Context: an optimization exercise on an open-source flow, tuned for small area, a short achievable clock period and few clock cycles per item. The choices shown serve that exercise and are no tape-out recipe.
RTL that was checked went through simulation tests only; none was proved equivalent to the original.

==> flow/design.v <==
module bitcoin_hash(input logic        clk, reset_n, start,
                    input logic [15:0] message_addr, output_addr,
                   output logic        done, mem_we,
                   output logic [15:0] mem_addr,
                   output logic [31:0] mem_write_data,
                    input logic [31:0] mem_read_data);
function automatic [31:0] rotr(input [31:0] x, input integer r);
    rotr = (x >> r) | (x << (32 - r));
endfunction
localparam logic [2047:0] KTAB = {
    32'hc67178f2, 32'hbef9a3f7, 32'ha4506ceb, 32'h90befffa,
    32'h8cc70208, 32'h84c87814, 32'h78a5636f, 32'h748f82ee,
    32'h682e6ff3, 32'h5b9cca4f, 32'h4ed8aa4a, 32'h391c0cb3,
    32'h34b0bcb5, 32'h2748774c, 32'h1e376c08, 32'h19a4c116,
    32'h106aa070, 32'hf40e3585, 32'hd6990624, 32'hd192e819,
    32'hc76c51a3, 32'hc24b8b70, 32'ha81a664b, 32'ha2bfe8a1,
    32'h92722c85, 32'h81c2c92e, 32'h766a0abb, 32'h650a7354,
    32'h53380d13, 32'h4d2c6dfc, 32'h2e1b2138, 32'h27b70a85,
    32'h14292967, 32'h06ca6351, 32'hd5a79147, 32'hc6e00bf3,
    32'hbf597fc7, 32'hb00327c8, 32'ha831c66d, 32'h983e5152,
    32'h76f988da, 32'h5cb0a9dc, 32'h4a7484aa, 32'h2de92c6f,
    32'h240ca1cc, 32'h0fc19dc6, 32'hefbe4786, 32'he49b69c1,
    32'hc19bf174, 32'h9bdc06a7, 32'h80deb1fe, 32'h72be5d74,
    32'h550c7dc3, 32'h243185be, 32'h12835b01, 32'hd807aa98,
    32'hab1c5ed5, 32'h923f82a4, 32'h59f111f1, 32'h3956c25b,
    32'he9b5dba5, 32'hb5c0fbcf, 32'h71374491, 32'h428a2f98};
localparam logic [255:0] IVTAB = {
    32'h5be0cd19, 32'h1f83d9ab, 32'h9b05688c, 32'h510e527f,
    32'ha54ff53a, 32'h3c6ef372, 32'hbb67ae85, 32'h6a09e667};
function automatic [63:0] csa(input [31:0] x, input [31:0] y, input [31:0] z);
    csa = {x ^ y ^ z, ((x & y) | (x & z) | (y & z)) << 1};
endfunction
logic [31:0] a, b, c, d, e, f, g, h;
logic [31:0] w [0:15];
logic [31:0] ra [0:3];
logic [31:0] re [0:3];
logic [31:0] m;
logic        busy;       
logic        pro;        
logic [7:0]  tau;        
logic [3:0]  nonce;
logic        we_r;
logic [15:0] addr_r;
assign done           = ~busy;
assign mem_we         = we_r;
assign mem_addr       = addr_r;
assign mem_write_data = d;
logic        busy_n, pro_n, we_n;
logic [7:0]  tau_n;
logic [3:0]  nonce_n;
always_comb begin
    busy_n = busy; pro_n = pro; tau_n = tau + 8'd1; nonce_n = nonce;
    we_n = 1'b0;
    if (!busy) begin
        tau_n = 8'd0;
        if (start) begin
            busy_n = 1'b1; pro_n = 1'b1; tau_n = 8'd1; nonce_n = 4'd0;
        end
    end else if (pro) begin
        if (tau == 8'd85) begin pro_n = 1'b0; tau_n = 8'd0; end
    end else begin
        if (tau == 8'd138) we_n = 1'b1;
        if (tau == 8'd139) begin
            tau_n = 8'd0;
            nonce_n = nonce + 4'd1;
            if (nonce == 4'd15) busy_n = 1'b0;
        end
    end
end
localparam SEL_RND = 2'd0, SEL_ROT = 2'd1, SEL_IV = 2'd2, SEL_MID = 2'd3;
typedef struct packed {
    logic [1:0] asel;       
    logic       emit_w;     
    logic       emit_r;     
    logic       yzero;      
    logic [1:0] wsel;       
    logic [2:0] wc;         
    logic       kz1;        
    logic       kfold;      
    logic       awr;        
    logic [4:0] aoff;       
} ctrl_t;
function automatic ctrl_t decode(input logic bz, input logic pr, input logic [7:0] t, input logic [3:0] n);
    ctrl_t r;
    r = '0;
    r.asel = SEL_ROT;
    r.aoff = t[4:0] + 5'd18;               
    if (!bz) begin
        r.aoff = 5'd0;
    end else if (pr) begin
        if (t <= 8'd15) r.aoff = t[4:0];
        else r.aoff = t[4:0] + 5'd8;        
        if (t >= 8'd2 && t <= 8'd17) r.wsel = 2'd1;
        if (t >= 8'd6 && t <= 8'd9) r.asel = SEL_IV;
        if (t >= 8'd10 && t <= 8'd13) begin r.emit_r = 1'b1; r.yzero = 1'b1; end
        if (t == 8'd12 || t == 8'd84) r.kz1 = 1'b1;
        if (t >= 8'd14 && t <= 8'd77) r.asel = SEL_RND;
        if (t >= 8'd78 && t <= 8'd81) r.emit_r = 1'b1;
        if (t >= 8'd82) r.asel = SEL_MID;
        if (t >= 8'd74 && t <= 8'd76) r.wsel = 2'd1;
        if (t >= 8'd77) r.wsel = 2'd2;
        if (t == 8'd78) r.wc = 3'd2;         
    end else begin
        if (t <= 8'd63) r.asel = SEL_RND;
        if (t >= 8'd64 && t <= 8'd67) r.emit_w = 1'b1;
        if (t >= 8'd68 && t <= 8'd71) r.asel = SEL_IV;
        if (t == 8'd70 || t == 8'd138) r.kz1 = 1'b1;
        if (t == 8'd134) r.kfold = 1'b1;
        if (t >= 8'd72 && t <= 8'd135) r.asel = SEL_RND;
        if (t >= 8'd136) r.asel = SEL_MID;
        if (t == 8'd138) begin r.awr = 1'b1; r.aoff = {1'b0, n}; end
        if (t <= 8'd3) begin r.wsel = 2'd2; r.wc = (t == 8'd3) ? 3'd3 : 3'd0; end
        if (t >= 8'd68 && t <= 8'd75) begin
            r.wsel = 2'd2;
            r.wc = (t == 8'd68) ? 3'd2 : (t == 8'd75) ? 3'd4 : 3'd0;
        end
        if (t >= 8'd128 && t <= 8'd130) r.wsel = 2'd1;
        if (t >= 8'd131) begin
            r.wsel = 2'd2;
            r.wc = (t == 8'd131) ? 3'd1 : (t == 8'd132) ? 3'd2 : 3'd0;
        end
    end
    decode = r;
endfunction
ctrl_t ct, ct_n;
assign ct_n = decode(busy_n, pro_n, tau_n, nonce_n);
logic [5:0] kidx;       
logic [31:0] kr;        
logic [3:0] wnonce;     
always_ff @(posedge clk, negedge reset_n) begin
    if (!reset_n) begin
        busy  <= 1'b0;
        pro   <= 1'b0;
        tau   <= 8'd0;
        nonce <= 4'd0;
        we_r  <= 1'b0;
        ct    <= '0;
    end else begin
        busy  <= busy_n;
        pro   <= pro_n;
        tau   <= tau_n;
        nonce <= nonce_n;
        we_r  <= we_n;
        ct    <= ct_n;
    end
end
always_ff @(posedge clk) begin
    kidx   <= ct_n.kz1 ? 6'd0 : kidx + 6'd1;
    kr     <= ct_n.kfold ? 32'hc67178f2 + 32'h6a09e667 : KTAB[32*kidx +: 32];
    wnonce <= pro ? 4'd0 : nonce + 4'd1;
end
wire [1:0] ph  = pro ? tau[1:0] - 2'd2 : tau[1:0];
wire [31:0] s1  = rotr(e, 6) ^ rotr(e, 11) ^ rotr(e, 25);
wire [31:0] ch  = (e & f) ^ (~e & g);
wire [31:0] s0  = rotr(a, 2) ^ rotr(a, 13) ^ rotr(a, 22);
wire [31:0] maj = (a & b) ^ (a & c) ^ (b & c);
wire [31:0] c1s, c1c, c2s, c2c, c3s, c3c, e1s, e1c, e2s, e2c;
assign {c1s, c1c} = csa(ch, maj, m);         
assign {c2s, c2c} = csa(s0, s1, c1s);
assign {c3s, c3c} = csa(c2s, c2c, c1c);
assign {e1s, e1c} = csa(ch, m, d);           
assign {e2s, e2c} = csa(e1s, e1c, s1);
wire        rnd   = (ct.asel == SEL_RND);
wire [31:0] a_cy  = (c3s + c3c) ^ c3s ^ c3c;
wire [31:0] e_cy  = (e2s + e2c) ^ e2s ^ e2c;
wire [31:0] m1s, m1c;
assign {m1s, m1c} = csa(w[5], g, kr);
wire [31:0] sg0 = rotr(w[1], 7) ^ rotr(w[1], 18) ^ (w[1] >> 3);
wire [31:0] sg1 = rotr(w[14], 17) ^ rotr(w[14], 19) ^ (w[14] >> 10);
wire [31:0] n1s, n1c, n2s, n2c;
assign {n1s, n1c} = csa(sg1, w[9], sg0);
assign {n2s, n2c} = csa(n1s, n1c, w[0]);
wire [31:0] w_next = n2s + n2c;
wire [31:0] xa = ph[0] ? c : a;
wire [31:0] xe = ph[0] ? g : e;
wire [31:0] sum_a = xa + (ra[3] & {32{~ct.yzero}});
wire [31:0] sum_e = xe + (re[3] & {32{~ct.yzero}});
wire [31:0] mid_a = ph[0] ? ra[2] : ra[0];
wire [31:0] mid_e = ph[0] ? re[2] : re[0];
logic [31:0] wconst, w_in, a_in, e_in, a_oth, e_oth;
always_comb begin
    case (ct.wc)
    3'd1:    wconst = {28'd0, wnonce};
    3'd2:    wconst = 32'h80000000;
    3'd3:    wconst = 32'd640;
    3'd4:    wconst = 32'd256;
    default: wconst = 32'd0;
    endcase
    if (ct.emit_w) w_in = sum_e;
    else case (ct.wsel)
    2'd0:    w_in = w_next;
    2'd1:    w_in = mem_read_data;
    default: w_in = wconst;
    endcase
    case (ct.asel)
    SEL_IV:  begin a_oth = IVTAB[32*{1'b0, ~ph} +: 32]; e_oth = IVTAB[32*{1'b1, ~ph} +: 32]; end
    SEL_MID: begin a_oth = mid_a; e_oth = mid_e; end
    default: begin a_oth = d; e_oth = h; end
    endcase
    a_in = (rnd ? c3s ^ c3c : a_oth) ^ (a_cy & {32{rnd}});
    e_in = (rnd ? e2s ^ e2c : e_oth) ^ (e_cy & {32{rnd}});
end
always_ff @(posedge clk) begin
    a <= a_in; b <= a; c <= b; d <= c;
    e <= e_in; f <= e; g <= f; h <= g;
    for (int i = 0; i < 15; i++) w[i] <= w[i+1];
    w[11] <= ct.emit_w ? sum_a : w[12];
    w[15] <= w_in;
    ra[0] <= ct.emit_r ? sum_a : ra[3]; ra[1] <= ra[0]; ra[2] <= ra[1]; ra[3] <= ra[2];
    re[0] <= ct.emit_r ? sum_e : re[3]; re[1] <= re[0]; re[2] <= re[1]; re[3] <= re[2];
    m <= m1s + m1c;
    addr_r <= (ct.awr ? output_addr : message_addr) + {11'd0, ct.aoff};
end
endmodule
==> flow/config.mk <==
export PLATFORM = sky130hd
export DESIGN_NAME = bitcoin_hash
export DESIGN_NICKNAME = bitcoin_hash
export VERILOG_FILES = /design/flow/design.v
export SDC_FILE = /design/flow/constraint.sdc
export NUM_CORES = 8
export LEC_CHECK = 0
export ABC_AREA = 1
export CAP_MARGIN = 20
export CORE_MARGIN = 2
export CORE_UTILIZATION = 50
export SETUP_SLACK_MARGIN = 5
export SLEW_MARGIN = 20
==> flow/constraint.sdc <==
create_clock -name core_clock -period 10.0 [get_ports {clk}]
set_input_delay 2.0000 -clock core_clock [delete_from_list [all_inputs] [get_ports {clk}]]
set_output_delay 2.0000 -clock core_clock [all_outputs]
set_load 0.01 [all_outputs]
run.sh (not shown) runs the stock make flow with config.mk's settings and CLKGATE_MAP_FILE= SYNTH_SCRIPT=/design/flow/synth_recipe.tcl, a recipe that flattens the netlist after the stock synthesis.
The starting point produced a clean layout.
==> next run, changes <==
--- a/flow/design.v
+++ b/flow/design.v
@@ -27,10 +27,28 @@
 localparam logic [255:0] IVTAB = {
     32'h5be0cd19, 32'h1f83d9ab, 32'h9b05688c, 32'h510e527f,
     32'ha54ff53a, 32'h3c6ef372, 32'hbb67ae85, 32'h6a09e667};
 function automatic [63:0] csa(input [31:0] x, input [31:0] y, input [31:0] z);
     csa = {x ^ y ^ z, ((x & y) | (x & z) | (y & z)) << 1};
+endfunction
+function automatic [31:0] add_bk(input [31:0] x, input [31:0] y);
+    logic [31:0] gg, pp;
+    gg = x & y;
+    pp = x ^ y;
+    for (int l = 0; l < 5; l++)
+        for (int i = 0; i < 32; i++)
+            if (((i + 1) % (2 << l)) == 0) begin
+                gg[i] = gg[i] | (pp[i] & gg[i - (1 << l)]);
+                pp[i] = pp[i] & pp[i - (1 << l)];
+            end
+    for (int l = 3; l >= 0; l--)
+        for (int i = 0; i < 32; i++)
+            if (((i + 1) % (2 << l)) == (1 << l) && i >= (2 << l)) begin
+                gg[i] = gg[i] | (pp[i] & gg[i - (1 << l)]);
+                pp[i] = pp[i] & pp[i - (1 << l)];
+            end
+    add_bk = (x ^ y) ^ {gg[30:0], 1'b0};
 endfunction
 logic [31:0] a, b, c, d, e, f, g, h;
 logic [31:0] w [0:15];
 logic [31:0] ra [0:3];
 logic [31:0] re [0:3];
@@ -168,15 +186,15 @@
 wire [31:0] sg0 = rotr(w[1], 7) ^ rotr(w[1], 18) ^ (w[1] >> 3);
 wire [31:0] sg1 = rotr(w[14], 17) ^ rotr(w[14], 19) ^ (w[14] >> 10);
 wire [31:0] n1s, n1c, n2s, n2c;
 assign {n1s, n1c} = csa(sg1, w[9], sg0);
 assign {n2s, n2c} = csa(n1s, n1c, w[0]);
-wire [31:0] w_next = n2s + n2c;
+wire [31:0] w_next = add_bk(n2s, n2c);
 wire [31:0] xa = ph[0] ? c : a;
 wire [31:0] xe = ph[0] ? g : e;
-wire [31:0] sum_a = xa + (ra[3] & {32{~ct.yzero}});
-wire [31:0] sum_e = xe + (re[3] & {32{~ct.yzero}});
+wire [31:0] sum_a = add_bk(xa, ra[3] & {32{~ct.yzero}});
+wire [31:0] sum_e = add_bk(xe, re[3] & {32{~ct.yzero}});
 wire [31:0] mid_a = ph[0] ? ra[2] : ra[0];
 wire [31:0] mid_e = ph[0] ? re[2] : re[0];
 logic [31:0] wconst, w_in, a_in, e_in, a_oth, e_oth;
 always_comb begin
     case (ct.wc)
@@ -206,9 +224,9 @@
     for (int i = 0; i < 15; i++) w[i] <= w[i+1];
     w[11] <= ct.emit_w ? sum_a : w[12];
     w[15] <= w_in;
     ra[0] <= ct.emit_r ? sum_a : ra[3]; ra[1] <= ra[0]; ra[2] <= ra[1]; ra[3] <= ra[2];
     re[0] <= ct.emit_r ? sum_e : re[3]; re[1] <= re[0]; re[2] <= re[1]; re[3] <= re[2];
-    m <= m1s + m1c;
+    m <= add_bk(m1s, m1c);
     addr_r <= (ct.awr ? output_addr : message_addr) + {11'd0, ct.aoff};
 end
 endmodule
Outcome: Design area is lower by about 4%; die area fell by about 5%; flip-flop and latch count stays the same; clock-buffer cell count came out lower by 9; critical path depth rose by 3; via count drops by about 12%; maximum frequency came out lower by 1.3%; sequential share of layout area is higher by 1.7 points; synthesized area came out lower by about 5%; final cell count shrinks by 10%; setup slack loses 0.064 ns; routed wire length falls by about 13%.
Function was not checked in any run of this note: the RTL went through the layout flow alone.


Setup of old:
bitcoin_hash, a different RTL version from the one above (not shown whole).
Size in the first run: ~7300 cells after synthesis, about 1100 flip-flops.
## bitcoin_hash
module bitcoin_hash(input logic        clk, reset_n, start,
                    input logic [15:0] message_addr, output_addr,
                   output logic        done, mem_we,
                   output logic [15:0] mem_addr,
                   output logic [31:0] mem_write_data,
                    input logic [31:0] mem_read_data);
==> flow/config.mk <==
export PLATFORM = sky130hd
export DESIGN_NAME = bitcoin_hash
export DESIGN_NICKNAME = bitcoin_hash
export VERILOG_FILES = /design/flow/design.v
export SDC_FILE = /design/flow/constraint.sdc
export NUM_CORES = 8
export LEC_CHECK = 0
export ABC_AREA = 1
export CAP_MARGIN = 20
export CORE_MARGIN = 2
export CORE_UTILIZATION = 40
export CTS_CLUSTER_DIAMETER = 100
export CTS_CLUSTER_SIZE = 20
export PLACE_DENSITY = 0.8
export SETUP_SLACK_MARGIN = 5
export SLEW_MARGIN = 20
==> flow/constraint.sdc <==
create_clock -name core_clock -period 10.0 [get_ports {clk}]
set_input_delay 2.0000 -clock core_clock [delete_from_list [all_inputs] [get_ports {clk}]]
set_output_delay 2.0000 -clock core_clock [all_outputs]
set_load 0.01 [all_outputs]
standard.sh (not shown) runs the stock make flow with config.mk's settings and CLKGATE_MAP_FILE= SYNTH_SCRIPT=/design/flow/synth_recipe.tcl, a recipe that flattens the netlist after the stock synthesis.
==> flow/flow/run.sh <==
#!/bin/bash
# Layout with the standard flow (standard.sh), with these changes:
#  - synthesis skips the full-adder extraction (ADDER_MAP_FILE empty), so the
#    carry-save adders of the SHA-256 round map to faster XOR/majority logic;
#    synthesis script, passes, flattening and renaming are otherwise standard;
#  - optionally, ports are buffered with buf_2 cells.
set -euo pipefail
EXTRA="ADDER_MAP_FILE= SETUP_SLACK_MARGIN=6.55 'BUFFER_PORTS_ARGS=-buffer_cell sky130_fd_sc_hd__buf_2'"
sed "s|\"\${@:-finish}\"|$EXTRA \"\${@:-finish}\"|" standard.sh > standard_own.sh
grep -q 'SETUP_SLACK_MARGIN=6.55' standard_own.sh
bash standard_own.sh synth > synth.log 2>&1
bash standard_own.sh finish > layout.log 2>&1
The inputs of new differ from those of old as listed below.
diff --git a/flow/design.v b/flow/design.v
--- a/flow/design.v
+++ b/flow/design.v
@@ -21,20 +21,35 @@
     32'h76f988da, 32'h5cb0a9dc, 32'h4a7484aa, 32'h2de92c6f,
     32'h240ca1cc, 32'h0fc19dc6, 32'hefbe4786, 32'he49b69c1,
     32'hc19bf174, 32'h9bdc06a7, 32'h80deb1fe, 32'h72be5d74,
     32'h550c7dc3, 32'h243185be, 32'h12835b01, 32'hd807aa98,
     32'hab1c5ed5, 32'h923f82a4, 32'h59f111f1, 32'h3956c25b,
     32'he9b5dba5, 32'hb5c0fbcf, 32'h71374491, 32'h428a2f98};
 localparam logic [31:0] IV0 = 32'h6a09e667, IV1 = 32'hbb67ae85, IV2 = 32'h3c6ef372, IV3 = 32'ha54ff53a,
                         IV4 = 32'h510e527f, IV5 = 32'h9b05688c, IV6 = 32'h1f83d9ab, IV7 = 32'h5be0cd19;
 function automatic [63:0] csa(input [31:0] x, input [31:0] y, input [31:0] z);
     csa = {x ^ y ^ z, ((x & y) | (x & z) | (y & z)) << 1};
+endfunction
+function automatic [31:0] add_sk(input [31:0] x, input [31:0] y);
+    logic [31:0] gg, pp, g2, p2;
+    gg = x & y;
+    pp = x | y;
+    for (int l = 0; l < 5; l++) begin
+        g2 = gg; p2 = pp;
+        for (int i = 0; i < 32; i++)
+            if ((i >> l) & 1) begin
+                g2[i] = gg[i] | (pp[i] & gg[((i >> l) << l) - 1]);
+                p2[i] = pp[i] & pp[((i >> l) << l) - 1];
+            end
+        gg = g2; pp = p2;
+    end
+    add_sk = (x ^ y) ^ {gg[30:0], 1'b0};
 endfunction
 function automatic [31:0] add_bk(input [31:0] x, input [31:0] y);
     logic [31:0] gg, pp;
     gg = x & y;
     pp = x ^ y;
     for (int l = 0; l < 5; l++)
         for (int i = 0; i < 32; i++)
             if (((i + 1) % (2 << l)) == 0) begin
                 gg[i] = gg[i] | (pp[i] & gg[i - (1 << l)]);
                 pp[i] = pp[i] & pp[i - (1 << l)];
@@ -176,30 +191,30 @@
 end
 wire [31:0] s1  = rotr(e, 6) ^ rotr(e, 11) ^ rotr(e, 25);
 wire [31:0] ch  = (e & f) ^ (~e & g);
 wire [31:0] s0  = rotr(a, 2) ^ rotr(a, 13) ^ rotr(a, 22);
 wire [31:0] maj = (a & b) ^ (a & c) ^ (b & c);
 wire [31:0] c1s, c1c, c2s, c2c, c3s, c3c, e1s, e1c, e2s, e2c;
 wire [31:0] chm = (e & (f ^ m)) | (~e & (g ^ m));           
 wire [31:0] mj  = (a & (b | c)) | (~a & (b & c));           
 assign c1s = chm ^ mj;
 assign c1c = ((m & (ch | mj)) | (~m & (ch & mj))) << 1;     
-assign {c2s, c2c} = csa(s0, s1, c1s);
-assign {c3s, c3c} = csa(c2s, c2c, c1c);
+assign {c2s, c2c} = csa(c1s, c1c, s0);
+assign {c3s, c3c} = csa(c2s, c2c, s1);
 wire [31:0] fmd = f ^ m ^ d, gmd = g ^ m ^ d;
 wire [31:0] fmc = (f & m) | (f & d) | (m & d), gmc = (g & m) | (g & d) | (m & d);
 assign e1s = (e & fmd) | (~e & gmd);         
 assign e1c = ((e & fmc) | (~e & gmc)) << 1;
 assign {e2s, e2c} = csa(e1s, e1c, s1);
 wire        rnd   = (ct.asel == SEL_RND);
-wire [31:0] a_cy  = add_bk(c3s, c3c) ^ c3s ^ c3c;
-wire [31:0] e_cy  = add_bk(e2s, e2c) ^ e2s ^ e2c;
+wire [31:0] a_cy  = add_sk(c3s, c3c) ^ c3s ^ c3c;
+wire [31:0] e_cy  = add_sk(e2s, e2c) ^ e2s ^ e2c;
 wire [31:0] m1s, m1c;
 assign {m1s, m1c} = csa(w[9], g & {32{~ct.kiv}}, kr);
 wire [31:0] sg0 = rotr(w[1], 7) ^ rotr(w[1], 18) ^ (w[1] >> 3);
 wire [31:0] sg1 = rotr(w[14], 17) ^ rotr(w[14], 19) ^ (w[14] >> 10);
 wire [31:0] n1s, n1c, n2s, n2c;
 assign {n1s, n1c} = csa(sg1, w[9], sg0);
 assign {n2s, n2c} = csa(n1s, n1c, w[0]);
 wire [31:0] w_next = add_bk(n2s, n2c);
 wire [31:0] xa = ct.tp ? c : a;
 wire [31:0] xe = ct.tp ? g : e;
Notes after the runs:
No stage failed in new, and the final checks on the layout all came back clean.
Compared to old, new leaves more free space in the core.
new reports a higher sequential share of layout area than old does.
Side by side, number of antenna violations at the first check in global routing turned out lower in new than in old.
The setup slack in new sits 110 ps above the value recorded for old.
In terms of number of H-tree levels, old and new differ only marginally.
Looking at worst slack on hold paths, new sits below old.
For old, the timing startpoint of the critical path was e[14]$_DFF_P_, unlike new, where it was kidx[2]$_SDFF_PP0_.
Testbench counts of new, summed over its fixed seeds: cycles 90,320, hashes 640.
Function not checked in old: the RTL went through the layout flow alone.

==> what the ideal ports hide <==
No port has a modelled driver above. Below, the same layouts with a new extraction and two added sets of constraints.
Step 1: set_driving_cell puts a clkbuf_16 on clk and a buf_2 on each other input, an assumption about the parent block.
Step 2 adds t to the input delays and takes it off the output delays; t is the mean of the earliest and latest rising clock arrival at the registers after step 1. Input paths then give back, and output paths get back, about the clock's delay inside the block.
a / b / c = ideal / step 1 / step 2; a / b = the first two.
run	t, ns	setup slack, ns	hold WS [ns]
the first run of note 1	0.774	5.260 / 5.260 / 4.877	0.309 / 0.309 / 0.309
the second run of note 1	0.786	5.196 / 5.196 / 5.196	0.293 / 0.293 / 0.293
old	0.772	6.509 / 6.502 / 6.509	0.320 / 0.320 / 0.320
new	0.755	6.615 / 6.558 / 6.615	0.308 / 0.308 / 0.308
After both steps setup and hold are still met in every run listed. For the first run of note 1, which loses most, drivers alone change the setup slack by 0.000 ns; drivers and shift together by -0.383 ns.
